What follows belongs to an exercise in optimizing a design on an open flow for a short achievable clock period and few clock cycles; a production flow would make more cautious choices. No run shown here included a check of the RTL's function; only the layout flow was run. No driver is modelled on the clock port, so clocking that relies on it looks cheaper here than on a real chip. Power figures rest on the tool's default switching activity, not on a simulated workload.

===== flow/config.mk =====
export PLATFORM = sky130hd
export DESIGN_NAME = msprocessor
export DESIGN_NICKNAME = msprocessor
export VERILOG_FILES = /design/flow/design.v
export SDC_FILE = /design/flow/constraint.sdc
export NUM_CORES = 4
export LEC_CHECK = 0
export ABC_CLOCK_PERIOD_IN_PS = 3000
export CAP_MARGIN = 20
export CORE_MARGIN = 2
export CORE_UTILIZATION = 40
export PLACE_DENSITY = 0.6
export SETUP_SLACK_MARGIN = 4.4
export SLEW_MARGIN = 20

===== flow/constraint.sdc =====
create_clock -name core_clock -period 7.5 [get_ports {clk}]
set_input_delay 1.5000 -clock core_clock [delete_from_list [all_inputs] [get_ports {clk}]]
set_output_delay 1.5000 -clock core_clock [all_outputs]
set_load 0.01 [all_outputs]

===== flow/design.v =====
module constant_value #(parameter W=8, V=0) (A);
	output [W-1:0] A;  
	assign A = V;
endmodule
module register_WE #(parameter W = 8) (A,B,clk,rst,enb);
		input [W-1:0] A;
		input clk,rst,enb;
		output reg [W-1:0] B;
		always@(posedge clk)
		begin
		if(rst == 1) begin
			B <= 0;
		end
		else begin
			if(enb == 1) begin
				B <= A;
			end
		end		
		end
endmodule
module my_2mux #(parameter W=4) (A,B,C,D);
	input [W-1:0] A,B;
	input C;
	output reg [W-1:0] D;
	always@* 
	begin
		if ( C == 0 )
			D = A;
		else
			D = B;
	end
endmodule
module my_4mux #(parameter W=4) (A,B,C,D,E,F);
	input [W-1:0] A,B,C,D;
	input [1:0] E;
	output reg [W-1:0] F;
	always@* 
	begin
		if ( E == 2'b00  )
			F = A;
		else if ( E == 2'b01 )
			F = B;
		else if ( E == 2'b10  )
			F = C;
		else
			F = D;
	end
endmodule
module shifter #(parameter W=8) (data, sh, sh_data);
input [W-1:0] data;  
input [2:0] sh;  
output reg [W-1:0] sh_data;  
always@* begin
	case(sh)
		3'b001: sh_data = 0;  
		3'b010: sh_data = {data[W-2:0],data[W-1]};  
		3'b011: sh_data = {data[0],data[W-1:1]};  
		3'b100: sh_data = {data[W-2:0],1'b0};  
		3'b101: sh_data = {data[W-1],data[W-1:1]};  
		3'b110: sh_data = {1'b0,data[W-1:1]};  
		default: sh_data = data;  
	endcase
end
endmodule
module register_file #(parameter W=8) (din1,Rn,Rm,Rd,wrt,R7Write,rst,clk,dout1,dout2);
	input [W-1:0] din1;
	input [2:0] Rn,Rm,Rd;
	input rst,wrt,R7Write,clk;
	output [W-1:0] dout1,dout2;
	reg [W-1:0] regs [0:7];
	integer i;
	always@(posedge clk)
	begin
		if(rst == 1) begin
			for(i=0;i<8;i=i+1) regs[i] <= 0;
		end
		else begin
			if(wrt == 1) regs[Rd] <= din1;
			if(R7Write == 1) regs[7] <= din1;
		end
	end
	assign dout1 = (R7Write && Rn == 3'd7) ? din1 : regs[Rn];
	assign dout2 = (R7Write && Rm == 3'd7) ? din1 : regs[Rm];
endmodule
module alu #(parameter W=4) (clk,rst,enb,updateFlags,A,B,C,CONTROL,CO,OVF,N,Z);
	input clk,rst,enb;
	input updateFlags;
	input [W-1:0] A,B;
	input [2:0] CONTROL;
	output reg CO,OVF,N,Z;  
	output reg [W-1:0] C;
	reg nCO,nOVF,nN,nZ;  
	reg setFlags;  
	always@*
	begin
	nCO = 0;
	nOVF = 0;
	setFlags = 0;
	C = 0;
	if ( CONTROL == 3'b000)
	begin
		{nCO,C} = A + B;  
		if ( (A[W-1] == B[W-1] ) && (A[W-1] != C[W-1] ))  
			nOVF = 1;  
		setFlags = 1;
	end
	else if ( CONTROL == 3'b001)
	begin
		{nCO,C} = A + {1'b0,~B} + 1'b1;  
		if ( (A[W-1] != B[W-1] ) && (A[W-1] != C[W-1] ))  
			nOVF = 1;
		setFlags = 1;
	end
	else if ( CONTROL == 3'b010)
	begin
		{nCO,C} = B + {1'b0,~A} + 1'b1;  
		if ( (A[W-1] != B[W-1] ) && (B[W-1] != C[W-1] ))  
			nOVF = 1;
		setFlags = 1;
	end
	else if ( CONTROL == 3'b011)
	begin
		C = A ^ B; 			 
		setFlags = 1;
	end
	else if ( CONTROL == 3'b100)
	begin
		C = A & B; 			 
		setFlags = 1;
	end
	else if ( CONTROL == 3'b101)
	begin
		C = A | B;			 
		setFlags = 1;
	end
	else if ( CONTROL == 3'b110)
	begin
		C = B; 			 
	end
	else
	begin
		C = A;			 
	end
	nN = C[W-1];  
	nZ = ( C == 0);  
	end
	always@(posedge clk)
	begin
		if(rst == 1) begin
			CO <= 0;
			OVF <= 0;
			N <= 0;
			Z <= 0;
		end
		else if(enb && updateFlags && setFlags) begin
			CO <= nCO;
			OVF <= nOVF;
			N <= nN;
			Z <= nZ;
		end
	end
endmodule
module datapath(
	PCWrite,
	CLK,
	RST,
	AdrSrc,
	MemW,
	IRWrite,
	RA1Src,
	RegWrite,
	R7Write,
	ALUSrcA,
	updateFlags,
	reg_enb,
	ALUControl,
	ALUSrcB,
	RA2Src,
	RA3Src,
	ResultSrc,
	shift,
	WD3Src,
	C,
	V,
	N,
	Z,
	ALUA,
	ALUB,
	alures,
	counter,
	instruction,
	mem,
	rd2,
	result,
	shiftd,
	mem_addr,
	mem_rdata,
	mem_wdata,
	mem_we
);
input wire	PCWrite;
input wire	CLK;
input wire	RST;
input wire	AdrSrc;
input wire	MemW;
input wire	IRWrite;
input wire	RA1Src;
input wire	RegWrite;
input wire	R7Write;
input wire	ALUSrcA;
input wire	updateFlags;
input wire	reg_enb;
input wire	[2:0] ALUControl;
input wire	[1:0] ALUSrcB;
input wire	[1:0] RA2Src;
input wire	[1:0] RA3Src;
input wire	[1:0] ResultSrc;
input wire	[2:0] shift;
input wire	[1:0] WD3Src;
output wire	C;
output wire	V;
output wire	N;
output wire	Z;
output wire	[7:0] ALUA;
output wire	[7:0] ALUB;
output wire	[7:0] alures;
output wire	[7:0] counter;
output wire	[15:0] instruction;
output wire	[15:0] mem;
output wire	[7:0] rd2;
output wire	[7:0] result;
output wire	[7:0] shiftd;
output wire	[7:0] mem_addr;
input wire	[15:0] mem_rdata;
output wire	[7:0] mem_wdata;
output wire	mem_we;
wire	[7:0] ALUOut;
wire	[7:0] ALUResult;
wire	[7:0] DATA;
wire	enb;
wire	[15:0] INSTR;
wire	[15:0] MEM_ALTERA_SYNTHESIZED;
wire	[7:0] ONE;
wire	[7:0] PC;
wire	[2:0] RA1;
wire	[2:0] RA2;
wire	[2:0] RA3;
wire	[7:0] RD_ALTERA_SYNTHESIZED2;
wire	[7:0] Result_ALTERA_SYNTHESIZED;
wire	[2:0] SEVEN;
wire	[7:0] shifted;
wire	[2:0] SIX;
wire	[7:0] WD3;
wire	[7:0] SYNTHESIZED_WIRE_0;
wire	[7:0] SYNTHESIZED_WIRE_1;
wire	[7:0] SYNTHESIZED_WIRE_2;
wire	[7:0] SYNTHESIZED_WIRE_3;
wire	[7:0] SYNTHESIZED_WIRE_4;
wire	SYNTHESIZED_WIRE_5;
wire	[7:0] SYNTHESIZED_WIRE_6;
assign	ALUA = SYNTHESIZED_WIRE_0;
assign	ALUB = SYNTHESIZED_WIRE_1;
assign	SYNTHESIZED_WIRE_5 = 1;
register_WE	b2v_inst(
	.clk(CLK),
	.rst(RST),
	.enb(PCWrite),
	.A(Result_ALTERA_SYNTHESIZED),
	.B(PC));
	defparam	b2v_inst.W = 8;
alu	b2v_inst1(
	.clk(CLK),
	.rst(RST),
	.enb(enb),
	.updateFlags(updateFlags),
	.A(SYNTHESIZED_WIRE_0),
	.B(SYNTHESIZED_WIRE_1),
	.CONTROL(ALUControl),
	.CO(C),
	.OVF(V),
	.N(N),
	.Z(Z),
	.C(ALUResult));
	defparam	b2v_inst1.W = 8;
constant_value	b2v_inst10(
	.A(SIX));
	defparam	b2v_inst10.V = 6;
	defparam	b2v_inst10.W = 3;
my_2mux	b2v_inst11(
	.C(RA1Src),
	.A(INSTR[5:3]),
	.B(SEVEN),
	.D(RA1));
	defparam	b2v_inst11.W = 3;
constant_value	b2v_inst12(
	.A(SEVEN));
	defparam	b2v_inst12.V = 7;
	defparam	b2v_inst12.W = 3;
register_file	b2v_inst13(
	.wrt(RegWrite),
	.rst(RST),
	.clk(CLK),
	.R7Write(R7Write),
	.din1(WD3),
	.Rd(RA3),
	.Rm(RA2),
	.Rn(RA1),
	.dout1(SYNTHESIZED_WIRE_2),
	.dout2(SYNTHESIZED_WIRE_3));
	defparam	b2v_inst13.W = 8;
register_WE	b2v_inst14(
	.clk(CLK),
	.rst(RST),
	.enb(enb),
	.A(SYNTHESIZED_WIRE_2),
	.B(SYNTHESIZED_WIRE_4));
	defparam	b2v_inst14.W = 8;
register_WE	b2v_inst15(
	.clk(CLK),
	.rst(RST),
	.enb(enb),
	.A(SYNTHESIZED_WIRE_3),
	.B(RD_ALTERA_SYNTHESIZED2));
	defparam	b2v_inst15.W = 8;
shifter	b2v_inst19(
	.data(RD_ALTERA_SYNTHESIZED2),
	.sh(shift),
	.sh_data(shifted));
	defparam	b2v_inst19.W = 8;
my_2mux	b2v_inst2(
	.C(AdrSrc),
	.A(PC),
	.B(Result_ALTERA_SYNTHESIZED),
	.D(SYNTHESIZED_WIRE_6));
	defparam	b2v_inst2.W = 8;
my_2mux	b2v_inst20(
	.C(ALUSrcA),
	.A(SYNTHESIZED_WIRE_4),
	.B(PC),
	.D(SYNTHESIZED_WIRE_0));
	defparam	b2v_inst20.W = 8;
my_4mux	b2v_inst21(
	.A(shifted),
	.B(INSTR[7:0]),
	.C(ONE),
	.D(8'b0),
	.E(ALUSrcB),
	.F(SYNTHESIZED_WIRE_1));
	defparam	b2v_inst21.W = 8;
constant_value	b2v_inst22(
	.A(ONE));
	defparam	b2v_inst22.V = 1;
	defparam	b2v_inst22.W = 8;
register_WE	b2v_inst28(
	.clk(CLK),
	.rst(RST),
	.enb(enb),
	.A(ALUResult),
	.B(ALUOut));
	defparam	b2v_inst28.W = 8;
my_4mux	b2v_inst31(
	.A(ALUOut),
	.B(DATA),
	.C(ALUResult),
	.D(8'b0),
	.E(ResultSrc),
	.F(Result_ALTERA_SYNTHESIZED));
	defparam	b2v_inst31.W = 8;
assign	mem_addr = SYNTHESIZED_WIRE_6;
assign	mem_we = MemW;
assign	mem_wdata = RD_ALTERA_SYNTHESIZED2;
assign	MEM_ALTERA_SYNTHESIZED = mem_rdata;
register_WE	b2v_inst4(
	.clk(CLK),
	.rst(RST),
	.enb(IRWrite),
	.A(MEM_ALTERA_SYNTHESIZED),
	.B(INSTR));
	defparam	b2v_inst4.W = 16;
register_WE	b2v_inst5(
	.clk(CLK),
	.rst(RST),
	.enb(enb),
	.A(MEM_ALTERA_SYNTHESIZED[7:0]),
	.B(DATA));
	defparam	b2v_inst5.W = 8;
my_4mux	b2v_inst7(
	.A(DATA),
	.B(Result_ALTERA_SYNTHESIZED),
	.C(PC),
	.D(8'b0),
	.E(WD3Src),
	.F(WD3));
	defparam	b2v_inst7.W = 8;
my_4mux	b2v_inst8(
	.A(INSTR[8:6]),
	.B(INSTR[10:8]),
	.C(SIX),
	.D(3'b0),
	.E(RA3Src),
	.F(RA3));
	defparam	b2v_inst8.W = 3;
my_4mux	b2v_inst9(
	.A(INSTR[2:0]),
	.B(INSTR[8:6]),
	.C(SIX),
	.D(INSTR[10:8]),
	.E(RA2Src),
	.F(RA2));
	defparam	b2v_inst9.W = 3;
assign	enb = reg_enb;
assign	alures = ALUResult;
assign	counter = PC;
assign	instruction = INSTR;
assign	mem = MEM_ALTERA_SYNTHESIZED;
assign	rd2 = RD_ALTERA_SYNTHESIZED2;
assign	result = Result_ALTERA_SYNTHESIZED;
assign	shiftd = shifted;
endmodule
module controller(rst,instr,clk,PCWrite,AdrSrc,MemW,IRWrite,RA1Src,RA2Src,RA3Src,WD3Src,RegWrite,R7Write,Shift,ALUSrcA,ALUSrcB,ALUControl,ResultSrc,updateFlags,Z,N,V,C,RUN);
input [15:0] instr;
input clk,rst,RUN;
input Z,N,V,C;
output reg PCWrite,AdrSrc,MemW,IRWrite,RA1Src,RegWrite,R7Write,ALUSrcA,updateFlags;
output reg [1:0] RA2Src,RA3Src,WD3Src,ALUSrcB,ResultSrc;
output reg [2:0] Shift,ALUControl;
reg [3:0] state;
reg dRA1Src;
reg [1:0] dRA2Src,dRA3Src;
always@(posedge clk)
begin
	if(rst == 1) state <= 4'b0000;  
	else if (RUN == 1) begin
		if(state == 4'b0000) state <= 4'b0001;  
		else if(state == 4'b0001) begin
			if(instr[15:14] == 2'b00) begin
				state <= 4'b0010 ; 
			end
			else if(instr[15:14] == 2'b01) begin
				if(instr[13:12] == 2'b00) begin
					state <= 4'b0011 ; 
				end
				else if(instr[13:12] == 2'b01) begin
					state <= 4'b1011 ; 
				end
				else if(instr[13:12] == 2'b10) begin
					state <= 4'b0011 ; 
				end
			end
			else if(instr[15:14] == 2'b10) begin
				if(instr[13:11] == 3'b000) begin
					state <= 4'b1000 ; 
				end
				else if(instr[13:11] == 3'b001) begin
					state <= 4'b1010 ; 
				end
				else if(instr[13:11] == 3'b010) begin
					state <= 4'b1001 ; 
				end
				else if(instr[13:11] == 3'b011) begin
					if(Z == 1) state <= 4'b1000 ; 
					else state <= 4'b0000;  
				end
				else if(instr[13:11] == 3'b100) begin
					if(Z == 0) state <= 4'b1000 ; 
					else state <= 4'b0000;  
				end
				else if(instr[13:11] == 3'b101) begin
					if(C == 1) state <= 4'b1000 ; 
					else state <= 4'b0000;  
				end
				else if(instr[13:11] == 3'b110) begin
					if(C == 0) state <= 4'b1000 ; 
					else state <= 4'b0000;  
				end
			end
		end
		else if(state == 4'b0011) begin
			if(instr[13:12] == 2'b00) state <= 4'b0101;  
			else if(instr[13:12] == 2'b10) state <= 4'b0100;  
		end
		else if(state == 4'b0010) state <= 4'b0111;  
		else if(state == 4'b1011) state <= 4'b0000;  
		else if(state == 4'b0111) state <= 4'b0000;  
		else if(state == 4'b0100) state <= 4'b0000;  
		else if(state == 4'b0101) state <= 4'b0110;  
		else if(state == 4'b0110) state <= 4'b0000;  
		else if(state == 4'b1000) state <= 4'b0000;  
		else if(state == 4'b1001) state <= 4'b0000;  
		else if(state == 4'b1010) state <= 4'b0000;  
	end
end
always@(*)
	begin
	if(instr[15:14] == 2'b10) dRA1Src = 1;  
	else dRA1Src = 0;
	if(instr[15:9] == 7'b00000 || instr[15:9] == 7'b00001 || instr[15:9] == 7'b00010 
			|| instr[15:9] == 7'b00011 || instr[15:9] == 7'b00100)  dRA2Src = 2'b00;  
	else if(instr[15:9] == 7'b00101 || instr[15:9] == 7'b00110 || instr[15:9] == 7'b00111 
			|| instr[15:9] == 7'b01000 || instr[15:9] == 7'b01001 || instr[15:9] == 7'b01010) dRA2Src = 2'b01;  
	else if(instr[15:14] == 2'b01 && instr[13:12] == 2'b10) dRA2Src = 2'b01;  
	else if(instr[15:14] == 2'b10 && instr[13:11] == 3'b010) dRA2Src = 2'b11;  
	else dRA2Src = 2'b00;
	if(instr[15:14] == 2'b00 || (instr[15:14] == 2'b01 && instr[13:12] == 2'b00)) dRA3Src = 2'b00;  
	else if(instr[15:14] == 2'b01 && instr[13:12] == 2'b01) dRA3Src = 2'b01;  
	else if(instr[15:14] == 2'b10 && instr[13:11] == 3'b001) dRA3Src = 2'b10;  
	else dRA3Src = 2'b00;
	end
always@(*)
	begin
	PCWrite = 0;
	AdrSrc = 0;
	MemW = 0;
	IRWrite = 0;
	RegWrite = 0;
	R7Write = 0;
	Shift = 3'b000;
	ALUSrcA = 0;
	ALUSrcB = 2'b00;
	ALUControl = 3'b000;
	ResultSrc = 2'b00;
	updateFlags = 0;
	RA1Src = dRA1Src;
	RA2Src = dRA2Src;
	RA3Src = dRA3Src;
	WD3Src = 2'b01;
	if(state == 4'b0000) begin
		PCWrite = 1;
		AdrSrc = 0;
		MemW = 0;
		IRWrite = 1;
		RegWrite = 0;
		R7Write = 0;
		Shift = 3'b000;
		ALUSrcA = 1;
		ALUSrcB = 2'b10;
		ALUControl = 3'b000;
		ResultSrc = 2'b10;
		updateFlags = 0;
	end
	else if(state == 4'b0001) begin
		PCWrite = 0;
		AdrSrc = 0;
		MemW = 0;
		IRWrite = 0;
		WD3Src = 2'b01;
		RegWrite = 0;
		R7Write = 1;
		Shift = 3'b000;
		ALUSrcA = 1;
		ALUSrcB = 2'b10;
		ALUControl = 3'b000;
		ResultSrc = 2'b10;
		updateFlags = 0;
	end
	else if(state == 4'b0101) begin
		PCWrite = 0;
		AdrSrc = 1;
		MemW = 0;
		IRWrite = 0;
		RegWrite = 0;
		R7Write = 0;
		Shift = 3'b000;
		ALUSrcA = 0;
		ALUSrcB = 2'b00;
		ALUControl = 3'b000;
		ResultSrc = 2'b00;
		updateFlags = 0;
	end
	else if(state == 4'b1011) begin
		PCWrite = 0;
		AdrSrc = 0;
		MemW = 0;
		IRWrite = 0;
		RegWrite = 1;
		R7Write = 0;
		Shift = 3'b000;
		ALUSrcA = 0;
		ALUSrcB = 2'b01;
		ALUControl = 3'b110;
		ResultSrc = 2'b10;
		updateFlags = 0;
	end
	else if(state == 4'b0010) begin
		PCWrite = 0;
		AdrSrc = 0;
		MemW = 0;
		IRWrite = 0;
		RegWrite = 0;
		R7Write = 0;
		if(instr[13:9] == 5'b00101) 		Shift = 3'b001;  
		else if(instr[13:9] == 5'b00110) Shift = 3'b010;  
		else if(instr[13:9] == 5'b00111) Shift = 3'b011;  
		else if(instr[13:9] == 5'b01000)	Shift = 3'b100;  
		else if(instr[13:9] == 5'b01001)	Shift = 3'b101;  
		else if(instr[13:9] == 5'b01010) Shift = 3'b110;  
		ALUSrcA = 0;
		ALUSrcB = 2'b00;
		if(instr[13:9] == 5'b00000) ALUControl = 3'b000;  
		else if(instr[13:9] == 5'b00001) ALUControl = 3'b001;  
		else if(instr[13:9] == 5'b00010) ALUControl = 3'b100;  
		else if(instr[13:9] == 5'b00011) ALUControl = 3'b101;  
		else if(instr[13:9] == 5'b00100) ALUControl = 3'b011;  
		else if(instr[13:9] == 5'b00101) ALUControl = 3'b110;  
		else if(instr[13:9] == 5'b00110) ALUControl = 3'b110;  
		else if(instr[13:9] == 5'b00111) ALUControl = 3'b110;  
		else if(instr[13:9] == 5'b01000) ALUControl = 3'b110;  
		else if(instr[13:9] == 5'b01001) ALUControl = 3'b110;  
		else if(instr[13:9] == 5'b01010) ALUControl = 3'b110;  
		ResultSrc = 2'b00;
		updateFlags = 1;
	end
	else if(state == 4'b0011) begin
		PCWrite = 0;
		AdrSrc = 0;
		MemW = 0;
		IRWrite = 0;
		RegWrite = 0;
		R7Write = 0;
		Shift = 3'b000;
		ALUSrcA = 0;
		ALUSrcB = 2'b00;
		ALUControl = 3'b111;
		ResultSrc = 2'b00;
		updateFlags = 0;
	end
	else if(state == 4'b0100) begin
		PCWrite = 0;
		AdrSrc = 1;
		MemW = 1;
		IRWrite = 0;
		RegWrite = 0;
		R7Write = 0;
		Shift = 3'b000;
		ALUSrcA = 0;
		ALUSrcB = 2'b00;
		ALUControl = 3'b000;
		ResultSrc = 2'b00;
		updateFlags = 0;
	end
	else if(state == 4'b1000) begin
		WD3Src = 2'b01;
		PCWrite = 1;
		AdrSrc = 0;
		MemW = 0;
		IRWrite = 0;
		RegWrite = 0;
		R7Write = 1;
		Shift = 3'b000;
		ALUSrcA = 0;
		ALUSrcB = 2'b01;
		ALUControl = 3'b000;
		ResultSrc = 2'b10;
		updateFlags = 0;
	end
	else if(state == 4'b1010) begin
		WD3Src = 2'b10;
		PCWrite = 1;
		AdrSrc = 0;
		MemW = 0;
		IRWrite = 0;
		RegWrite = 1;
		R7Write = 1;
		Shift = 3'b000;
		ALUSrcA = 0;
		ALUSrcB = 2'b01;
		ALUControl = 3'b000;
		ResultSrc = 2'b10;
		updateFlags = 0;
	end
	else if(state == 4'b1001) begin
		WD3Src = 2'b01;
		PCWrite = 1;
		AdrSrc = 0;
		MemW = 0;
		IRWrite = 0;
		RegWrite = 0;
		R7Write = 1;
		Shift = 3'b000;
		ALUSrcA = 0;
		ALUSrcB = 2'b00;
		ALUControl = 3'b110;
		ResultSrc = 2'b10;
		updateFlags = 0;
	end
	else if(state == 4'b0110) begin
		WD3Src = 2'b00;
		PCWrite = 0;
		AdrSrc = 0;
		MemW = 0;
		IRWrite = 0;
		RegWrite = 1;
		R7Write = 0;
		Shift = 3'b000;
		ALUSrcA = 0;
		ALUSrcB = 2'b00;
		ALUControl = 3'b000;
		ResultSrc = 2'b00;
		updateFlags = 0;
	end
	else if(state == 4'b0111) begin
		RA3Src = 2'b00;
		WD3Src = 2'b01;
		PCWrite = 0;
		AdrSrc = 0;
		MemW = 0;
		IRWrite = 0;
		RegWrite = 1;
		R7Write = 0;
		Shift = 3'b000;
		ALUSrcA = 0;
		ALUSrcB = 2'b00;
		ALUControl = 3'b000;
		ResultSrc = 2'b00;
		updateFlags = 0;
	end
end
endmodule
module msprocessor(clk,RESET,RUN,MemAddr,MemRData,MemWE,MemWData);
input clk, RESET, RUN;
output [7:0] MemAddr;     
input [15:0] MemRData;    
output MemWE;             
output [7:0] MemWData;
reg [7:0] A;         
reg [7:0] pc;        
reg dmode;           
reg st;              
reg [7:0] wd;        
reg halted;
reg Zf, Cf;
reg [7:0] R [0:6];   
reg [7:0] opA, opB, opS;         
reg e_cin, e_we, e_setf;         
reg [2:0] e_wreg;
reg [9:0] e_ctl;                 
reg [7:0] opA2, opB2, opS2;
reg e2_cin, e2_we, e2_setf;
reg [2:0] e2_wreg;
reg [9:0] e2_ctl;
localparam CB = 6;
localparam NE = 1 << CB;
localparam DIST = 32;            
reg [15:0] cdat [0:NE-1];
reg [7-CB:0] ctag [0:NE-1];
reg [NE-1:0] cv;
reg [15:0] cw, cw2;  
reg chit;            
reg chit2;           
reg fh2, fh3;        
reg seqd;            
reg pmode;           
reg [7:0] ppf;       
assign MemAddr = A;
assign MemWData = wd;
assign MemWE = st & RUN;
wire [7:0] e_res, e2_res;
wire e_z, e_c, e2_z, e2_c;
exu x1(.a(opA), .b(opB), .s(opS), .cin(e_cin), .ctl(e_ctl), .res(e_res), .z(e_z), .c(e_c));
exu x2(.a(opA2), .b(opB2), .s(opS2), .cin(e2_cin), .ctl(e2_ctl), .res(e2_res), .z(e2_z), .c(e2_c));
wire Zn = e2_setf ? e2_z : e_setf ? e_z : Zf;
wire Cn = e2_setf ? e2_c : e_setf ? e_c : Cf;
wire [7:0] w_data = dmode ? MemRData[7:0] : e_res;
wire f_go = chit || (!dmode && !pmode);
wire [15:0] I = chit ? cw : MemRData;
wire f_dp   = I[15:14] == 2'b00;
wire f_mem  = I[15:14] == 2'b01;
wire f_br   = I[15:14] == 2'b10;
wire f_halt = I[15:14] == 2'b11;
wire f_ldr  = f_mem && I[13:12] == 2'b00;
wire f_str  = f_mem && I[13:12] == 2'b10;
wire [2:0] cond = I[13:11];
wire f_bx   = f_br && cond == 3'b010;
wire [7:0] pc1, pc2, pc3, pc4;
ks_add8 a1(.a(pc), .b(8'd1), .cin(1'b0), .s(pc1), .cout());
ks_add8 a2(.a(pc), .b(8'd2), .cin(1'b0), .s(pc2), .cout());
ks_add8 a3(.a(pc), .b(8'd3), .cin(1'b0), .s(pc3), .cout());
ks_add8 a4(.a(pc), .b(8'd4), .cin(1'b0), .s(pc4), .cout());
wire [55:0] rf = {R[6], R[5], R[4], R[3], R[2], R[1], R[0]};
wire [7:0] r_n, r_m, r_d, r_x, r2_n, r2_m, r2_d, r2_x;
rsel s_n(.idx(I[5:3]),  .rf(rf), .r7(pc2), .we1(e_we), .wr1(e_wreg), .v1(w_data), .we2(e2_we), .wr2(e2_wreg), .v2(e2_res), .q(r_n));
rsel s_m(.idx(I[2:0]),  .rf(rf), .r7(pc2), .we1(e_we), .wr1(e_wreg), .v1(w_data), .we2(e2_we), .wr2(e2_wreg), .v2(e2_res), .q(r_m));
rsel s_d(.idx(I[8:6]),  .rf(rf), .r7(pc2), .we1(e_we), .wr1(e_wreg), .v1(w_data), .we2(e2_we), .wr2(e2_wreg), .v2(e2_res), .q(r_d));
rsel s_x(.idx(I[10:8]), .rf(rf), .r7(pc2), .we1(e_we), .wr1(e_wreg), .v1(w_data), .we2(e2_we), .wr2(e2_wreg), .v2(e2_res), .q(r_x));
rsel t_n(.idx(cw2[5:3]), .rf(rf), .r7(pc3), .we1(e_we), .wr1(e_wreg), .v1(w_data), .we2(e2_we), .wr2(e2_wreg), .v2(e2_res), .q(r2_n));
rsel t_m(.idx(cw2[2:0]), .rf(rf), .r7(pc3), .we1(e_we), .wr1(e_wreg), .v1(w_data), .we2(e2_we), .wr2(e2_wreg), .v2(e2_res), .q(r2_m));
rsel t_d(.idx(cw2[8:6]), .rf(rf), .r7(pc3), .we1(e_we), .wr1(e_wreg), .v1(w_data), .we2(e2_we), .wr2(e2_wreg), .v2(e2_res), .q(r2_d));
rsel t_x(.idx(cw2[10:8]), .rf(rf), .r7(pc3), .we1(e_we), .wr1(e_wreg), .v1(w_data), .we2(e2_we), .wr2(e2_wreg), .v2(e2_res), .q(r2_x));
wire d_we, d_setf, d_cin, d2_we, d2_setf, d2_cin;
wire [2:0] d_wreg, d2_wreg;
wire [9:0] d_ctl, d2_ctl;
wire [7:0] d_b, d2_b;
edec dc1(.w(I), .rm(r_m), .link(pc1), .we(d_we), .wreg(d_wreg), .setf(d_setf), .ctl(d_ctl), .b(d_b), .cin(d_cin));
edec dc2(.w(cw2), .rm(r2_m), .link(pc2), .we(d2_we), .wreg(d2_wreg), .setf(d2_setf), .ctl(d2_ctl), .b(d2_b), .cin(d2_cin));
wire taken, y_taken;
brc b1(.cond(cond), .z(Zn), .c(Cn), .taken(taken));
brc b2(.cond(cw2[13:11]), .z(Zn), .c(Cn), .taken(y_taken));
wire [7:0] target;
ks_add8 t_add(.a(pc2), .b(I[7:0]), .cin(1'b0), .s(target), .cout());
wire [7:0] nxt = f_bx ? r_x : (f_br && taken) ? target : pc1;
wire seq = !f_bx && !(f_br && taken);
wire x_ok = (cw[15:14] == 2'b00 && cw[13:9] <= 5'd10) || cw[15:12] == 4'b0101;
wire x_setf = cw[15:14] == 2'b00 && cw[13:9] <= 5'd4;
wire y_dp = cw2[15:14] == 2'b00 && cw2[13:9] <= 5'd10;
wire y_br = cw2[15:14] == 2'b10 && cw2[13:11] != 3'b111;
wire y_bx = cw2[15:14] == 2'b10 && cw2[13:11] == 3'b010;
wire y_bc = cw2[15:14] == 2'b10 && cw2[13:11] >= 3'b011;
wire y_ok = y_dp || cw2[15:12] == 4'b0101 || (y_br && !(y_bc && x_setf));
wire [2:0] x_dst = cw[15:14] == 2'b00 ? cw[8:6] : cw[10:8];
wire y_rnm = y_dp && cw2[13:9] <= 5'd4;      
wire y_rd  = y_dp && cw2[13:9] >= 5'd6;      
wire dep = x_dst != 3'd7 &&
	((y_rnm && (cw2[5:3] == x_dst || cw2[2:0] == x_dst)) || (y_rd && cw2[8:6] == x_dst) ||
	 (y_bx && cw2[10:8] == x_dst));
localparam DUAL = 0;        
wire pair = DUAL && chit && chit2 && x_ok && y_ok && !dep;
wire [7:0] y_target;
ks_add8 y_add(.a(pc3), .b(cw2[7:0]), .cin(1'b0), .s(y_target), .cout());
wire y_jump = y_br && y_taken;
wire [7:0] y_nxt = y_bx ? r2_x : y_jump ? y_target : pc2;
wire [7:0] np  = pair ? pc2 : pc1;
wire [7:0] np1 = pair ? pc3 : pc2;
wire stw = dmode && st;      
wire fillw = !dmode;         
wire [7:0] pk [1:4];
assign pk[1] = pc1;
assign pk[2] = pc2;
assign pk[3] = pc3;
assign pk[4] = pc4;
wire [4:1] c_k, f_k, k_k;
wire [15:0] w_k [1:4];
genvar g;
generate
	for (g = 1; g <= 4; g = g + 1) begin : lk
		assign c_k[g] = cv[pk[g][CB-1:0]] && ctag[pk[g][CB-1:0]] == pk[g][7:CB] && !(stw && A == pk[g]);
		assign f_k[g] = fillw && A == pk[g];
		assign k_k[g] = (c_k[g] && !(fillw && A[CB-1:0] == pk[g][CB-1:0])) || f_k[g];
		assign w_k[g] = f_k[g] ? MemRData : cdat[pk[g][CB-1:0]];
	end
endgenerate
wire h_np  = pair ? (c_k[2] || f_k[2]) : (c_k[1] || f_k[1]);
wire h_np1 = pair ? (c_k[3] || f_k[3]) : (c_k[2] || f_k[2]);
wire [15:0] w_np  = pair ? w_k[2] : w_k[1];
wire [15:0] w_np1 = pair ? w_k[3] : w_k[2];
wire k_np1 = pair ? k_k[3] : k_k[2];
wire k_np2 = pair ? k_k[4] : k_k[3];
wire h_fast = seqd && (pair ? fh3 && !(stw && A == pc2) : fh2 && !(stw && A == pc1));
wire [7:0] pd = ppf - pc;
wire prst = pd < 8'd2 || pd > DIST;
wire [7:0] pfa = prst ? np1 : ppf;
integer i;
always @(posedge clk) begin
	if (RESET) begin
		A <= 8'h00;
		pc <= 8'h00;
		dmode <= 1'b0;
		st <= 1'b0;
		halted <= 1'b0;
		e_we <= 1'b0;
		e_setf <= 1'b0;
		e2_we <= 1'b0;
		e2_setf <= 1'b0;
		Zf <= 1'b0;
		Cf <= 1'b0;
		chit <= 1'b0;
		chit2 <= 1'b0;
		fh2 <= 1'b0;
		fh3 <= 1'b0;
		seqd <= 1'b0;
		pmode <= 1'b0;
		cv <= {NE{1'b0}};
		ppf <= 8'h00;
		for (i = 0; i < 7; i = i + 1) R[i] <= 8'h00;
	end else if (RUN) begin
		if (e_we) R[e_wreg] <= w_data;
		if (e2_we) R[e2_wreg] <= e2_res;
		if (e_setf || e2_setf) begin
			Zf <= Zn;
			Cf <= Cn;
		end
		if (!dmode) begin
			cdat[A[CB-1:0]] <= MemRData;
			ctag[A[CB-1:0]] <= A[7:CB];
			cv[A[CB-1:0]] <= 1'b1;
		end
		if (stw && ctag[A[CB-1:0]] == A[7:CB]) cv[A[CB-1:0]] <= 1'b0;
		e_we <= 1'b0;
		e_setf <= 1'b0;
		e2_we <= 1'b0;
		e2_setf <= 1'b0;
		dmode <= 1'b0;
		st <= 1'b0;
		pmode <= 1'b0;
		if (halted) begin
		end else if (!f_go) begin
			A <= pc;
			chit <= 1'b0;
			chit2 <= 1'b0;
			seqd <= 1'b0;
		end else if (f_halt) begin
			halted <= 1'b1;
		end else if (f_ldr || f_str) begin
			dmode <= 1'b1;
			st <= f_str;
			e_we <= f_ldr && I[8:6] != 3'd7;
			e_wreg <= I[8:6];
			wd <= r_d;
			A <= r_n;
			pc <= pc1;
			cw <= w_np;
			cw2 <= w_np1;
			chit <= h_np;
			chit2 <= h_np1;
			fh2 <= k_np1;
			fh3 <= k_np2;
			seqd <= 1'b1;
		end else begin
			e_we <= d_we;
			e_setf <= d_setf;
			e_wreg <= d_wreg;
			e_ctl <= d_ctl;
			e_cin <= d_cin;
			opA <= r_n;
			opB <= d_b;
			opS <= r_d;
			if (pair) begin
				e2_we <= d2_we;
				e2_setf <= d2_setf;
				e2_wreg <= d2_wreg;
				e2_ctl <= d2_ctl;
				e2_cin <= d2_cin;
				opA2 <= r2_n;
				opB2 <= d2_b;
				opS2 <= r2_d;
			end
			pc <= pair ? y_nxt : nxt;
			cw <= w_np;
			cw2 <= w_np1;
			chit2 <= h_np1;
			fh2 <= k_np1;
			fh3 <= k_np2;
			chit <= (pair ? !y_jump : seq) && h_np;
			seqd <= pair ? !y_jump : seq;
			if ((pair ? !y_jump : seq) && h_fast) begin
				pmode <= 1'b1;
				A <= pfa;
				ppf <= pfa + 8'd1;
			end else begin
				A <= pair ? y_nxt : nxt;
			end
		end
	end
end
endmodule
module brc(cond, z, c, taken);
input [2:0] cond;
input z, c;
output reg taken;
always @* begin
	case (cond)
		3'b000: taken = 1'b1;
		3'b001: taken = 1'b1;
		3'b010: taken = 1'b1;
		3'b011: taken = z;
		3'b100: taken = !z;
		3'b101: taken = c;
		3'b110: taken = !c;
		default: taken = 1'b0;
	endcase
end
endmodule
module exu(a, b, s, cin, ctl, res, z, c);
input [7:0] a, b, s;
input cin;
input [9:0] ctl;     
output [7:0] res;
output z;            
output c;
wire [8:0] sum;
ks_add8 add(.a(a), .b(b), .cin(cin), .s(sum[7:0]), .cout(sum[8]));
wire [7:0] lg = ({8{ctl[1]}} & (a & b)) | ({8{ctl[2]}} & (a | b)) | ({8{ctl[3]}} & (a ^ b));
assign res =
	  ({8{ctl[0]}} & sum[7:0])
	| lg
	| ({8{ctl[4]}} & {s[6:0], s[7]})
	| ({8{ctl[5]}} & {s[0], s[7:1]})
	| ({8{ctl[6]}} & {s[6:0], 1'b0})
	| ({8{ctl[7]}} & {s[7], s[7:1]})
	| ({8{ctl[8]}} & {1'b0, s[7:1]})
	| ({8{ctl[9]}} & b);
wire zarith = &(~((a ^ b) ^ {a[6:0] | b[6:0], cin}));
assign z = ctl[0] ? zarith : ~|lg;
assign c = ctl[0] & sum[8];
endmodule
module edec(w, rm, link, we, wreg, setf, ctl, b, cin);
input [15:0] w;
input [7:0] rm;      
input [7:0] link;    
output we;
output [2:0] wreg;
output setf;
output [9:0] ctl;
output [7:0] b;
output cin;
wire [4:0] op = w[13:9];
wire dp = w[15:14] == 2'b00;
wire dpv = dp && op <= 5'd10;
wire ldi = w[15:12] == 4'b0101;
wire bl = w[15:11] == 5'b10001;
wire sub = op == 5'd1;
assign wreg = ldi ? w[10:8] : bl ? 3'd6 : w[8:6];
assign we = (dpv || ldi || bl) && wreg != 3'd7;
assign setf = dp && op <= 5'd4;
assign cin = dp && sub;
assign b = ldi ? w[7:0] : bl ? link : sub ? ~rm : rm;
assign ctl = {ldi || bl, dp && op == 5'd10, dp && op == 5'd9, dp && op == 5'd8, dp && op == 5'd7,
	dp && op == 5'd6, dp && op == 5'd4, dp && op == 5'd3, dp && op == 5'd2, dp && (op == 5'd0 || op == 5'd1)};
endmodule
module rsel(idx, rf, r7, we1, wr1, v1, we2, wr2, v2, q);
input [2:0] idx;
input [55:0] rf;     
input [7:0] r7;      
input we1, we2;
input [2:0] wr1, wr2;
input [7:0] v1, v2;
output [7:0] q;
wire [7:0] rv = rf[idx*8 +: 8];
assign q = (idx == 3'd7) ? r7 : (we2 && wr2 == idx) ? v2 : (we1 && wr1 == idx) ? v1 : rv;
endmodule
module ks_add8(a, b, cin, s, cout);
input [7:0] a, b;
input cin;
output [7:0] s;
output cout;
wire [8:0] g0 = {a & b, cin};
wire [8:0] p0 = {a ^ b, 1'b0};
wire [8:0] g1, p1, g2, p2, g3, p3, g4;
genvar j;
generate
	for (j = 0; j < 9; j = j + 1) begin : pre
		if (j >= 1) begin
			assign g1[j] = g0[j] | (p0[j] & g0[j-1]);
			assign p1[j] = p0[j] & p0[j-1];
		end else begin
			assign g1[j] = g0[j];
			assign p1[j] = p0[j];
		end
		if (j >= 2) begin
			assign g2[j] = g1[j] | (p1[j] & g1[j-2]);
			assign p2[j] = p1[j] & p1[j-2];
		end else begin
			assign g2[j] = g1[j];
			assign p2[j] = p1[j];
		end
		if (j >= 4) begin
			assign g3[j] = g2[j] | (p2[j] & g2[j-4]);
			assign p3[j] = p2[j] & p2[j-4];
		end else begin
			assign g3[j] = g2[j];
			assign p3[j] = p2[j];
		end
		if (j >= 8) begin
			assign g4[j] = g3[j] | (p3[j] & g3[j-8]);
		end else begin
			assign g4[j] = g3[j];
		end
	end
endgenerate
assign s = p0[8:1] ^ g4[7:0];
assign cout = g4[8];
endmodule

===== flow/flow/run.sh =====
#!/bin/bash
# The standard layout, with one step added after clock tree synthesis:
# flow/fix_io.tcl removes the buffers that placement left on the RUN -> MemWE
# path (between the port buffers). Everything else is the standard flow.
set -euo pipefail
export POST_CTS_TCL="$PWD/flow/fix_io.tcl"
bash standard.sh > standard.log 2>&1

===== flow/flow/fix_io.tcl =====
# Run after clock tree synthesis (POST_CTS_TCL). The only path from an input
# port to an output port is RUN -> MemWE (MemWE = store & RUN). Buffers that
# placement put between RUN's input buffer and the AND gate only add delay on
# it; remove them, keeping the port buffers at both ends.
set pe [find_timing_paths -from [get_ports RUN] -to [get_ports MemWE] -path_delay max]
set insts {}
foreach pt [get_property $pe points] {
  set pin [get_property $pt pin]
  set inst [get_cells -quiet -of_objects $pin]
  if { $inst eq "" } { continue }
  set name [get_full_name $inst]
  if { [lsearch -exact $insts $name] < 0 } { lappend insts $name }
}
puts "fix_io: RUN -> MemWE goes through $insts"
set extra {}
foreach name [lrange $insts 1 end-1] {
  set ref [get_property [get_cells $name] ref_name]
  if { [regexp {__(buf|clkbuf|dlygate|clkdlybuf)} $ref] } { lappend extra $name }
}
if { [llength $extra] > 0 } {
  puts "fix_io: removing $extra"
  remove_buffers [get_cells $extra]
}
report_checks -from [get_ports RUN] -to [get_ports MemWE]

===== flow/standard.sh =====
#!/bin/bash
# synth_recipe.tcl (not shown) runs the flow's synth.tcl, then flattens the netlist and writes it again
# the make line also repeats each setting of config.mk as NAME=value (left out here)
make -C /OpenROAD-flow-scripts/flow DESIGN_CONFIG=/design/flow/config.mk WORK_HOME=/design/flow/orfs CLKGATE_MAP_FILE= SYNTH_SCRIPT=/design/flow/synth_recipe.tcl "${@:-finish}"

==> results of run 1 <==
## final cells by class
| cell class | instances | area (um2) |
|---|---|---|
| multi-input combinational | 2034 | 23000 |
| inverter | 80 | 372 |
| sequential | 1375 | 40300 |
| tap | 2044 | 2560 |
| clock inverter | 81 | 785 |
| antenna | 1 | 2.50 |
| clock buffer | 174 | 3730 |
| timing repair inverter | 2 | 13.8 |
| fill | 12408 | 76200 |
| timing repair buffer | 478 | 6850 |
## worst max-delay path, cell delays in order, from the launching register on
cell and delay (ns):
dfxtp_4 0.35, buf_4 0.14, buf_12 0.12, buf_8 0.12, ha_4 0.31, buf_12 0.14, buf_16 0.15, buf_12 0.11
buf_16 0.14, mux4_2 0.31, mux4_2 0.60, mux4_2 0.49, mux2_2 0.28
## final timing paths
path | to | slack [ns] | startpoint | depth (start not counted)
max | cw[13] | 3.94 | pc[0] | 12
min | halted | 0.48 | halted | 2
max reg2reg | cw[13] | 3.94 | pc[0] | 12
min reg2reg | halted | 0.48 | halted | 2
## where the power goes
group          switching, mW  total [mW]  leakage, nW  internal [mW]
Sequential             0.115        8.60         12.4           8.49
Clock                   3.06        6.91         2.19           3.85
Combinational           2.21        4.21         10.2           2.00
Total                   5.39        19.7         24.8           14.3
## metal layers
metal  up-vias  global-route usage, %  share of wire, %
met5         -                      0             0.020
li1      15890                      -                 -
met2      2515                   39.4                45
met3       481                   5.46                11
met4         6                   10.5               4.5
met1     20849                   37.0                39
## metrics by stage
stage / util (%) / worst slack (ns) / cell area [um2] / instances / total power [mW]
3_3_place_gp: 42.4 / 2.48 / 65300 / 5638 / 11.7
3_5_place_dp: 42.4 / 2.52 / 65300 / 5639 / 11.8
6_report: 50.5 / 3.94 / 77600 / 6269 / 19.7
2_1_floorplan: - / 3.71 / 63000 / 3726 / 10.8
5_1_grt: 50.4 / 3.91 / 77600 / 6268 / 20.3
## sequential cells by signal, summed over array words and instances, names as in the netlist, 3 cells and up, named ones only
name / count
pc: 8
cv: 64
wd: 8
cdat: 1024
ctag: 128
R: 56
A: 8
e_ctl: 10
opA: 8
opS: 8
opB: 8
ppf: 8
e_wreg: 3
cw: 16
## kinds of logic after synthesis
group                      synth area share [%]
and+or+nand+nor                            6.02
AOI/OAI and AO/OA                          5.40
muxes                                      19.5
adders and majority gates                 0.846
DFF                                        65.1
xor gates and xnor gates                   1.14
buffers and inverters                      2.02
## cell usage in the layout, fill, tap and decap left out, types with 16 or more instances in the layout
cell type,count
buf_16,63
buf_12,109
a211oi_2,25
a21oi_1,134
mux2_4,20
or2_2,19
xor2_1,24
xnor2_1,42
nand2_1,273
mux2_2,18
edfxtp_1,1270
mux4_2,489
a211oi_1,16
and3_1,21
clkbuf_1,29
nor3_1,40
a221oi_1,19
nand3_1,56
mux2i_1,40
nor2_4,69
clkinv_2,22
dfxtp_1,89
a31oi_1,24
mux2i_4,16
clkbuf_16,150
ha_1,16
nor2_1,150
ha_4,18
nand2b_1,16
o211ai_1,17
o21ai_0,55
inv_1,56
buf_6,51
a21oi_2,21
buf_4,204
clkinv_1,32
==> results.json, run 1 <==
{
  "ys_ff_latch": 1375,
  "cts_tree": "yes",
  "syn_nets": 3785,
  "synthCells": 3726,
  "grt_max_degree": 72,
  "drv_slew": 0,
  "setup_viol": 0,
  "synth.area.top_cells": "edfxtp_1 62%, mux4_2 18%, dfxtp_1 3.4%, nand2_1 1.7%, nor2_1 1.4%",
  "clock-skew-final_ns": 0.0355,
  "clkTransAtPathRegs_ns": 0.07,
  "synth-edff-count": 1270,
  "drive_gt1_share_pct": 38.1,
  "rsz0062_at_grt": "true",
  "coreArea_um2": 154000,
  "cp.required_ns": 8.03,
  "io_buffers": 35,
  "outcome": "no timing/DRC/antenna violations",
  "synth_cell_types": 82,
  "drt-initial-drc-count": 5706,
  "crit_fanout": 8,
  "start_util_pct": 40.2,
  "maxCapViolations": 0,
  "wl_per_cell_um": 33.2,
  "die_y_um": 397,
  "grt_pass1_vias": 38043,
  "syn_avg_cell_area_um2": 16.6,
  "fp-row-count": 144,
  "wirelength_mm": 208,
  "fin_crit_sh_pct": 47.5,
  "tightest_slew_ns": 1.12,
  "detail-route-antenna-nets": 0,
  "via_per_inst": 6.34,
  "syn2layout_area_growth_pct": 25.5,
  "whs_ns": 0.483,
  "worst-setup-path-type": "register to register",
  "hp-class": "register to register",
  "p_leak_nw": 24.8,
  "ir_worst_vdd_mv": 0.231,
  "power.density_cell_area_nw_per_um2": 254,
  "die_w_um": 397,
  "place_congestion": 0.966,
  "synth_ff_type": "edfxtp_1",
  "finalSetupTns_ns": 0,
  "numClockSinks": 1375,
  "clk_latency_ns": 0.80,
  "dieArea_um2": 158000,
  "drc": 0,
  "overflow": 0,
  "vias": 39741,
  "slew_headroom_pct": 25.3,
  "fmax_mhz": 281,
  "synth_top_area_cell": "edfxtp_1",
  "critical_path_arrival_ns": 4.09,
  "synthArstFlopShare_pct": 0,
  "synth_top_cell_area_share_pct": 61.7,
  "dp_hpwl_mm": 112,
  "grt_pass1_wl_mm": 292,
  "ys_seq_area_share_pct": 65.1,
  "hold_violations": 0,
  "period_minus_slack_ns": 3.56,
  "firstDrtPassIters": 6,
  "final_nets": 4172,
  "start_kind": "register",
  "yosysMostFrequentCell": "edfxtp_1",
  "worstSetupEndpointType": "register",
  "syn-cell-area_um2": 61800,
  "synth_top_cells_by_count": "1270 x edfxtp_1, 489 x mux4_2, 284 x nand2_1, 230 x nor2_1, 176 x clkbuf_1",
  "synth-warning-count": 2,
  "antenna_found_initial": 9,
  "grt.total_usage_pct": 26.1,
  "num_io_pins": 36
}
==> run 2: changes to the inputs <==
--- a/flow/design.v
+++ b/flow/design.v
@@ -814,3 +814,3 @@
 	 (y_bx && cw2[10:8] == x_dst));
-localparam DUAL = 0;        
+localparam DUAL = 1;        
 wire pair = DUAL && chit && chit2 && x_ok && y_ok && !dep;
==> results.json, run 2 <==
{
  "final_nets": 7067,
  "overflow": 0,
  "cp.required_ns": 8.18,
  "clk_latency_ns": 0.88,
  "p_switching_mw": 8.87,
  "num_io_pins": 36,
  "tightest_slew_ns": 1.23,
  "yosysMostFrequentCell": "edfxtp_1",
  "syn_avg_cell_area_um2": 14.1,
  "worst-setup-path-type": "register to register",
  "antenna_found_initial": 22,
  "hold_violations": 0,
  "largest_reg_flops": 1024,
  "crit_chain": "buf_12, and2_1, a21oi_1, o31ai_2, a211oi_4, buf_4, buf_4, a21oi_1, o31a_1, ha_4, inv_4, or4_1, nand3_1, a21oi_1",
  "vias": 75014,
  "synth.area.top_cells": "edfxtp_1 44%, mux4_2 30%, nand2_1 3.3%, dfxtp_1 2.4%, mux2i_1 1.6%",
  "setup_viol": 0,
  "via_per_inst": 7.41,
  "synthAdderAreaFrac_pct": 0.986,
  "dp_cells": 8977,
  "drive_gt1_share_pct": 45.5,
  "grt_pass1_wl_mm": 555,
  "drv_slew": 0,
  "fin_crit_sh_pct": 51.4,
  "p_leak_nw": 38.0,
  "wl_per_cell_um": 40.8,
  "outcome": "no timing/DRC/antenna violations",
  "place_congestion": 0.987,
  "detail-route-antenna-nets": 0,
  "hp-class": "register to register",
  "start_util_pct": 40.1,
  "synthArstFlopShare_pct": 0,
  "synth_top_area_cell": "edfxtp_1",
  "synth-warning-count": 2,
  "worstSetupEndpointType": "register",
  "synth_top_family_by_area": "multiplexers",
  "comb_power_share_pct": 35.6,
  "synth-edff-count": 1324,
  "grt_pass1_vias": 70022,
  "wirelength_mm": 413,
  "p_int_mw": 17.8,
  "critical_path_arrival_ns": 4.54,
  "period_minus_slack_ns": 3.85,
  "crit_fanout": 14,
  "synth_compound_area_share_pct": 7.79,
  "ff_latch_area_um2": 42000,
  "ys_ff_latch": 1433,
  "ir_worst_vdd_mv": 0.183,
  "synth_xor_area_share_pct": 1.73,
  "stdcell_count": 10125,
  "cts_tree": "yes",
  "swShare_pct": 33.3,
  "syn_nets": 6460,
  "yosys.area_share.simple_pct": 7.78,
  "synth_ff_type": "edfxtp_1",
  "layout_commonest_cell": "edfxtp_1",
  "syn-cell-area_um2": 90100,
  "syn2layout_area_growth_pct": 29.2,
  "final_cell_mix": "1324 x edfxtp_1, 1202 x mux4_2, 731 x nand2_1",
  "synth_cell_types": 93,
  "clock-skew-final_ns": 0.110,
  "clock_power_share_pct": 30.5,
  "die_y_um": 479,
  "numClockSinks": 1433,
  "io_buffers": 35,
  "dp_hpwl_mm": 219,
  "multiInputGateArea_um2": 50200,
  "maxCapViolations": 0,
  "cp_slowest_cell": "o31ai_2",
  "fill_cells": 17783,
  "firstDrtPassIters": 9,
  "synthCells": 6373,
  "slew_headroom_pct": 17.9,
  "fp-row-count": 174,
  "dieArea_um2": 229000,
  "grt.total_usage_pct": 34.4,
  "finalSetupTns_ns": 0,
  "coreArea_um2": 224000,
  "grt_max_degree": 119,
  "slowest_delay_ns": 0.55,
  "cp_common_cell": "a21oi_1",
  "drt-initial-drc-count": 13035,
  "clkTransAtPathRegs_ns": 0.07,
  "fmax_mhz": 260,
  "synth_top_cells_by_count": "1324 x edfxtp_1, 1202 x mux4_2, 795 x nand2_1, 372 x clkbuf_1, 275 x a21oi_1",
  "die_w_um": 479,
  "ys_seq_area_share_pct": 46.6,
  "power.density_cell_area_nw_per_um2": 229,
  "synth_top_cell_area_share_pct": 44.1,
  "rsz0062_at_grt": "true",
  "drc": 0,
  "yosys-mux-area-fraction_pct": 32.0,
  "p_seq_share_pct": 34.0,
  "start_kind": "register"
}
[run 2: changes by cell type after synthesis, sizes merged, moves of 49 or more]
cell / change
o21ai: +79
xnor2: +81
buf: +158
a21oi: +116
o211ai: +83
mux4: +713
clkbuf: +196
nand2: +512
a311oi: +80
a211oi: +49
and3: +73
nand3: +96
edfxtp: +54
mux2i: +85
[run 2: cell type report]
class | instances | area share (%)
well taps | 2992 | 3.22
flip-flops and latches | 1433 | 36.1
inverters | 104 | 0.484
repair inverters | 12 | 0.196
diodes | 24 | 0.0516
multi-input cells | 4248 | 43.1
clock buffers | 185 | 3.47
clock inverters | 101 | 1.06
repair buffers | 1026 | 12.3
[run 2: power groups by stage]
| stage | Combinational (mW) | Clock [mW] | Sequential (mW) |
|---|---|---|---|
| after floorplan | 4.61 | 0 | 9.11 |
| after global placement | 6.19 | 0 | 9.27 |
| after detailed placement | 6.23 | 0 | 9.27 |
| after global routing | 9.58 | 8.44 | 9.05 |
| final | 9.49 | 8.12 | 9.05 |
[run 2: logic make-up (layout without fill, tap and decap cells)]
family / count (synthesis) / after routing
DFF: 1433 / 1433
AOI/OAI and AO/OA: 1052 / 1052
muxes: 1375 / 1375
xor gates and xnor gates: 177 / 177
adders and majority gates: 68 / 68
and+or+nand+nor: 1569 / 1576
other: 0 / 24
buffers and inverters: 699 / 1428
[run 2: worst paths after layout]
kind	startpoint	to	slack, ns	cells past startpoint
max	cw2[10]	ppf[6]	3.65	14
min	chit2	chit2	0.45	2
max reg2reg	cw2[10]	ppf[6]	3.65	14
min reg2reg	chit2	chit2	0.45	2
[run 2: through the flow]
| step | power (mW) | hold slack [ns] | utilization, % | setup WS (ns) | cell area, um2 |
|---|---|---|---|---|---|
| floorplan | 13.7 | 0.415 | - | 3.73 | 92200 |
| global placement | 15.5 | 0.456 | 42.1 | 1.78 | 94400 |
| detailed placement | 15.5 | 0.431 | 42.1 | 1.70 | 94600 |
| global route | 27.1 | 0.484 | 51.8 | 3.62 | 116000 |
| finish | 26.7 | 0.450 | 51.8 | 3.65 | 116000 |
[run 2: critical path, delay by kind of cell (launching register included)]
kind / cells / cell delay (ns)
AND/OR/NAND/NOR: 3 / 0.86
buffers and inverters: 4 / 0.58
adder cells (fa/ha/maj): 1 / 0.16
AO/OA/AOI/OAI: 6 / 1.58
flip-flops: 1 / 0.43
[run 2: per-layer routing]
metal / vias up / global-route usage [%] / share of wire [%]
met4: 20 / 23.9 / 9.6
met2: 7871 / 48.9 / 41
met5: - / 0 / 0.078
met3: 2061 / 15.8 / 17
li1: 27544 / - / -
met1: 37518 / 41.4 / 32
==> run 3: changes to the inputs <==
--- a/flow/design.v
+++ b/flow/design.v
@@ -740,5 +740,5 @@
 reg [9:0] e2_ctl;
-localparam CB = 6;
+localparam CB = 5;
 localparam NE = 1 << CB;
-localparam DIST = 32;            
+localparam DIST = 16;            
 reg [15:0] cdat [0:NE-1];
@@ -752,3 +752,5 @@
 reg pmode;           
-reg [7:0] ppf;       
+reg [7:0] ppf;
+reg stq;             
+reg [7:0] saq;       
 assign MemAddr = A;
@@ -834,3 +836,3 @@
 	for (g = 1; g <= 4; g = g + 1) begin : lk
-		assign c_k[g] = cv[pk[g][CB-1:0]] && ctag[pk[g][CB-1:0]] == pk[g][7:CB] && !(stw && A == pk[g]);
+		assign c_k[g] = cv[pk[g][CB-1:0]] && ctag[pk[g][CB-1:0]] == pk[g][7:CB] && !(stw && A == pk[g]) && !(stq && saq == pk[g]);
 		assign f_k[g] = fillw && A == pk[g];
@@ -850,2 +852,4 @@
 wire [7:0] pfa = prst ? np1 : ppf;
+wire [7:0] ppf1 = ppf + 8'd1;
+wire [7:0] pfa1 = prst ? (pair ? pc4 : pc3) : ppf1;    
 integer i;
@@ -872,2 +876,3 @@
 		ppf <= 8'h00;
+		stq <= 1'b0;
 		for (i = 0; i < 7; i = i + 1) R[i] <= 8'h00;
@@ -880,2 +885,5 @@
 		end
+		stq <= stw;
+		saq <= A;
+		if (stq && ctag[saq[CB-1:0]] == saq[7:CB]) cv[saq[CB-1:0]] <= 1'b0;
 		if (!dmode) begin
@@ -885,3 +893,2 @@
 		end
-		if (stw && ctag[A[CB-1:0]] == A[7:CB]) cv[A[CB-1:0]] <= 1'b0;
 		e_we <= 1'b0;
@@ -946,3 +953,3 @@
 				A <= pfa;
-				ppf <= pfa + 8'd1;
+				ppf <= pfa1;
 			end else begin
==> results.json, run 3 <==
{
  "ys_ff_latch": 865,
  "num_io_pins": 36,
  "p_switching_mw": 5.18,
  "power.total_mw": 15.9,
  "syn_nets": 4770,
  "finalSetupTns_ns": 0,
  "slew_headroom_pct": 21.8,
  "slowest_delay_ns": 0.51,
  "dp_hpwl_mm": 146,
  "grt_pass1_vias": 46366,
  "synth-warning-count": 2,
  "rsz0062_at_grt": "true",
  "worst_slack_ns": 3.49,
  "p_leak_nw": 24.5,
  "io_buffers": 35,
  "dieArea_um2": 149000,
  "period_minus_slack_ns": 4.01,
  "p_seq_share_pct": 34.9,
  "synth_top_cell_area_share_pct": 40.6,
  "wl_per_cell_um": 36.5,
  "grt_pass1_wl_mm": 350,
  "final_nets": 5104,
  "syn-cell-area_um2": 58300,
  "cp.required_ns": 8.06,
  "detail-route-antenna-nets": 0,
  "largest_reg_flops": 512,
  "fp-row-count": 140,
  "synth-edff-count": 788,
  "setup_viol": 0,
  "power.density_cell_area_nw_per_um2": 215,
  "drc": 0,
  "synth_top_cells_by_count": "788 x edfxtp_1, 660 x mux4_2, 608 x nand2_1, 266 x a21oi_1, 255 x clkbuf_1",
  "fmax_mhz": 249,
  "clock-skew-final_ns": 0.0521,
  "comb_power_share_pct": 34.0,
  "clkTransAtPathRegs_ns": 0.07,
  "yosysMostFrequentCell": "edfxtp_1",
  "antenna_found_initial": 11,
  "critical_path_arrival_ns": 4.57,
  "firstDrtPassIters": 8,
  "synth_cell_types": 91,
  "synthCells": 4679,
  "whs_ns": 0.489,
  "start_kind": "register",
  "syn2layout_area_growth_pct": 26.9,
  "overflow": 0,
  "worstSetupEndpointType": "register",
  "start_util_pct": 40.2,
  "coreArea_um2": 145000,
  "fin_crit_sh_pct": 53.5,
  "place_congestion": 1.02,
  "r2r_end": "ppf[5]",
  "syn_avg_cell_area_um2": 12.5,
  "r2r_slack_ns": 3.49,
  "final_cell_mix": "788 x edfxtp_1, 660 x mux4_2, 565 x nand2_1",
  "p_int_mw": 10.7,
  "synthArstFlopShare_pct": 0,
  "die_w_um": 386,
  "tightest_slew_ns": 1.17,
  "maxCapViolations": 0,
  "layout_commonest_cell": "edfxtp_1",
  "wirelength_mm": 256,
  "outcome": "no timing/DRC/antenna violations",
  "cp_common_cell": "buf_12",
  "synth.area.top_cells": "edfxtp_1 41%, mux4_2 25%, nand2_1 3.9%, dfxtp_1 2.6%, mux2i_1 2.4%",
  "ir_worst_vdd_mv": 0.221,
  "crit_chain": "buf_4, fa_1, nor3b_1, nand4_1, a311oi_4, buf_12, mux2i_4, o2111a_1, a41oi_4, buf_12, or3_4, o21ai_2, a21oi_1",
  "worstRegToRegCells": 13,
  "cp_slowest_cell": "fa_1",
  "drv_slew": 0,
  "vias": 49398,
  "numClockSinks": 865,
  "hp-start": "Zf",
  "worstReg2RegStart": "opB2[0]",
  "cts_tree": "yes",
  "drive_gt1_share_pct": 39.2,
  "hold_violations": 0,
  "clk_latency_ns": 0.75,
  "crit_fanout": 7,
  "swShare_pct": 32.6,
  "utilization_pct": 51.0,
  "drt-initial-drc-count": 8766,
  "min_to": "Zf",
  "hold_depth": 2,
  "hp-class": "register to register",
  "die_y_um": 386,
  "synth_top_area_cell": "edfxtp_1",
  "fill_cells": 11963,
  "ys_seq_area_share_pct": 43.2,
  "clock_power_share_pct": 31.1,
  "synth_ff_type": "edfxtp_1",
  "grt.total_usage_pct": 33.3,
  "place_worst_setup_slack_ns": 1.68,
  "via_per_inst": 7.04,
  "worst-setup-path-type": "register to register",
  "grt_max_degree": 70
}
## run 3: cell count changes after synthesis, sizes merged, moves of 24 or more
| cell | previous run | this run |
|---|---|---|
| dfxtp | 109 | 77 |
| and3 | 96 | 41 |
| a22oi | 42 | 18 |
| a211oi | 93 | 62 |
| clkbuf | 373 | 255 |
| nand2 | 796 | 609 |
| a311oi | 99 | 33 |
| o21ai | 161 | 208 |
| edfxtp | 1324 | 788 |
| buf | 222 | 159 |
| mux4 | 1202 | 660 |
## run 3: routing by layer
metal	GRT usage, %	wire [um]	vias up
met5	0	61	-
met4	19.8	20000	8
met3	11.3	37000	1050
met2	49.9	112000	4177
met1	41.8	87300	24800
li1	-	-	19363
## run 3: worst max-delay path by stage
| stage | start | endpoint | slack, ns | cells after the start |
|---|---|---|---|---|
| final | opB2[0] | ppf[5] | 3.49 | 13 |
| after global routing | opA2[3] | ppf[5] | 3.35 | 15 |
| after detailed placement | MemRData[9] | A[0] | 1.68 | 11 |
| after global placement | MemRData[9] | A[0] | 1.70 | 12 |
| after floorplan | pc[1] | A[6] | 3.30 | 27 |
## run 3: cells by family (layout without fill, tap and decap cells)
| kind of cell | Yosys count | in the layout | synth area share [%] |
|---|---|---|---|
| multiplexers | 832 | 837 | 28.5 |
| other | 0 | 8 | 0 |
| AO/OA/AOI/OAI | 942 | 942 | 10.4 |
| buffers and inverters | 512 | 919 | 3.58 |
| flip-flops | 865 | 865 | 43.2 |
| AND/OR/NAND/NOR | 1249 | 1252 | 9.56 |
| adder cells (fa/ha/maj) | 72 | 72 | 1.61 |
| XOR/XNOR | 207 | 207 | 3.15 |
## run 3: area by class of cell
cell class	count	area, um2	share of cell area, %
clock inverter	70	713	0.964
sequential	865	25200	34.1
antenna	8	20.0	0.0270
multi-input combinational	3310	34100	46.0
timing repair inverter	2	16.3	0.0220
tap	1917	2400	3.24
clock buffer	109	2530	3.42
inverter	98	467	0.631
timing repair buffer	640	8570	11.6
## run 3: per-stage QoR
| stage | std cells | instance area [um2] |
|---|---|---|
| 2_1_floorplan | 4679 | 59400 |
| 3_3_place_gp | 6373 | 61500 |
| 3_5_place_dp | 6379 | 61600 |
| 5_1_grt | 7011 | 74000 |
| 6_report | 7019 | 74000 |
## run 3: power by group through the flow
stage	logic [mW]	registers, mW	clock network, mW
after floorplan	2.94	5.55	0
after global placement	3.86	5.68	0
after detailed placement	3.89	5.68	0
after global routing	5.58	5.56	5.13
final	5.41	5.56	4.94
## run 3: worst max-delay path, delay by kind of cell, from the launching register on
family,cells,cell delay (ns)
flops,1,0.48
compound gates,5,0.97
mux,1,0.28
fa+ha+maj,1,0.51
simple gates,3,1.05
buf+inv,3,0.55
==> run 4: changes to the inputs <==
--- a/flow/config.mk
+++ b/flow/config.mk
@@ -7,7 +7,6 @@
 export LEC_CHECK = 0
-export ABC_CLOCK_PERIOD_IN_PS = 3000
 export CAP_MARGIN = 20
 export CORE_MARGIN = 2
-export CORE_UTILIZATION = 40
-export PLACE_DENSITY = 0.6
+export CORE_UTILIZATION = 55
+export PLACE_DENSITY = 0.7
 export SETUP_SLACK_MARGIN = 4.4
==> results.json, run 4 <==
{
  "outcome": "no timing/DRC/antenna violations",
  "detail-route-antenna-nets": 0,
  "syn_avg_cell_area_um2": 12.5,
  "synth_top_family_by_area": "multiplexers",
  "cp_slowest_cell": "edfxtp_1",
  "drt-initial-drc-count": 11085,
  "p_int_mw": 10.7,
  "largest_reg_flops": 512,
  "comb_power_share_pct": 34.9,
  "layout_commonest_cell": "edfxtp_1",
  "r2r_slack_ns": 3.54,
  "grt.total_usage_pct": 48.3,
  "maxCapViolations": 0,
  "rsz0062_at_grt": "true",
  "num_io_pins": 36,
  "finalSetupTns_ns": 0,
  "syn2layout_area_growth_pct": 25.8,
  "period_minus_slack_ns": 3.96,
  "synth-edff-count": 788,
  "grt_pass1_vias": 49322,
  "drive_gt1_share_pct": 39.3,
  "grtUsageMet3_pct": 25.6,
  "synth_xor_area_share_pct": 3.15,
  "slew_headroom_pct": 20.9,
  "p_switching_mw": 5.43,
  "dp_cells": 5845,
  "clk_latency_ns": 0.74,
  "hp-class": "register to register",
  "met1_usage_pct": 55.2,
  "ys_seq_area_share_pct": 43.2,
  "cp.required_ns": 8.05,
  "cts_tree": "yes",
  "r2r_end": "A[6]",
  "syn-cell-area_um2": 58300,
  "worstReg2RegStart": "opA[7]",
  "die_y_um": 330,
  "synth_top_cells_by_count": "788 x edfxtp_1, 660 x mux4_2, 608 x nand2_1, 266 x a21oi_1, 255 x clkbuf_1",
  "ys_ff_latch": 865,
  "clock-skew-final_ns": 0.0370,
  "io_buffers": 35,
  "coreArea_um2": 105000,
  "final_nets": 5113,
  "synthArstFlopShare_pct": 0,
  "synth_compound_area_share_pct": 10.4,
  "fmax_mhz": 252,
  "start_util_pct": 55.4,
  "synth_top_area_cell": "edfxtp_1",
  "syn_nets": 4770,
  "worst-setup-path-type": "register to register",
  "setup_viol": 0,
  "grt_pass1_wl_mm": 367,
  "synth_ff_type": "edfxtp_1",
  "firstDrtPassIters": 9,
  "ir_worst_vdd_mv": 0.224,
  "dieArea_um2": 109000,
  "fin_crit_sh_pct": 52.8,
  "start_kind": "register",
  "grt_max_degree": 70,
  "wl_per_cell_um": 41.7,
  "synthCells": 4679,
  "synth_top_cell_area_share_pct": 40.6,
  "p_seq_share_pct": 34.5,
  "fp-row-count": 119,
  "slowest_delay_ns": 0.46,
  "overflow": 0,
  "gr-usage-met2_pct": 66.6,
  "dp_hpwl_mm": 136,
  "critical_path_arrival_ns": 4.52,
  "numClockSinks": 865,
  "final_cell_mix": "788 x edfxtp_1, 660 x mux4_2, 577 x nand2_1",
  "place_congestion": 1.05
}
[run 4: cell counts after synthesis]
No cell type changed its count.
[run 4: final cells by class]
| type | count | area [um2] | share of cell area, % |
|---|---|---|---|
| Antenna cell | 22 | 55.1 | 0.0750 |
| Clock buffer | 115 | 2550 | 3.47 |
| Clock inverter | 56 | 619 | 0.844 |
| Inverter | 98 | 468 | 0.637 |
| Multi-Input combinational cell | 3312 | 34200 | 46.6 |
| Sequential cell | 865 | 25300 | 34.4 |
| Tap cell | 1391 | 1740 | 2.37 |
| Timing Repair Buffer | 650 | 8520 | 11.6 |
| Timing Repair inverter | 2 | 15.0 | 0.0205 |
[run 4: power by group through the flow]
stage          registers, mW  clock network (mW)  logic [mW]
2_1_floorplan           5.55                   0        2.94
3_3_place_gp            5.66                   0        3.82
3_5_place_dp            5.67                   0        3.86
5_1_grt                 5.56                5.05        5.69
6_report                5.57                4.94        5.62
[run 4: worst max-delay path: cells and delay by family, from the launching register on]
kind | cells | cell delay, ns
AOI/OAI and AO/OA | 6 | 1.38
DFF | 1 | 0.46
and+or+nand+nor | 3 | 0.46
buffers and inverters | 4 | 0.44
adders and majority gates | 1 | 0.40
muxes | 1 | 0.38
xor gates and xnor gates | 1 | 0.25
[run 4: worst min path at each step]
| stage | cells past startpoint | from | slack (ns) | to |
|---|---|---|---|---|
| 2_1_floorplan | 2 | halted | 0.43 | halted |
| 3_3_place_gp | 2 | halted | 0.45 | halted |
| 3_5_place_dp | 2 | halted | 0.45 | halted |
| 5_1_grt | 2 | Zf | 0.51 | Zf |
| 6_report | 2 | halted | 0.48 | halted |
[run 4: through the flow]
stage	total power, mW	hold WS [ns]	setup slack [ns]	util, %	instance area (um2)
after floorplan	8.49	0.428	3.30	-	59400
after global placement	9.48	0.448	2.01	57.8	60800
after detailed placement	9.52	0.454	2.02	57.8	60900
after global routing	16.3	0.513	3.49	69.7	73400
final	16.1	0.475	3.54	69.7	73400
[run 4: per-layer routing]
metal | vias up | wire [um]
met5 | - | 250
met2 | 6183 | 109000
li1 | 19413 | -
met4 | 16 | 31600
met1 | 25137 | 77900
met3 | 2084 | 52700
[run 4: kinds of logic after synthesis]
group                      Yosys count
muxes                              832
buffers and inverters              512
AOI/OAI and AO/OA                  942
DFF                                865
and+or+nand+nor                   1249
adders and majority gates           72
xor gates and xnor gates           207

==> re-timing with driven ports <==
Ports are ideal in the flow. The routed layouts listed here were re-timed in OpenROAD.
Step 1 sets driving cells, clkbuf_16 on the clock port and buf_2 on the other inputs (assumed; they add their load-dependent delay and slew).
Step 2 moves the port delays by t, midway between the first and last clock arrival at a register: inputs arrive t later, outputs are due t later. That takes back most of the time a late clock gives input paths.
Three values: ideal, step 1, step 2; two values: the first two.
run	t (ns)	slack for setup (ns)	cell pins on the clock port's net
run 1	0.863	3.940 / 3.940 / 3.258	1
run 2	0.915	3.647 / 3.647 / 3.034	1
run 3	0.813	3.487 / 3.487 / 2.976	1
run 4	0.794	3.538 / 3.538 / 2.897	1
After both steps setup and hold are still met in every run listed. The setup slack of run 1, which loses most, moves by 0.000 ns with the drivers and by -0.682 ns with both steps.
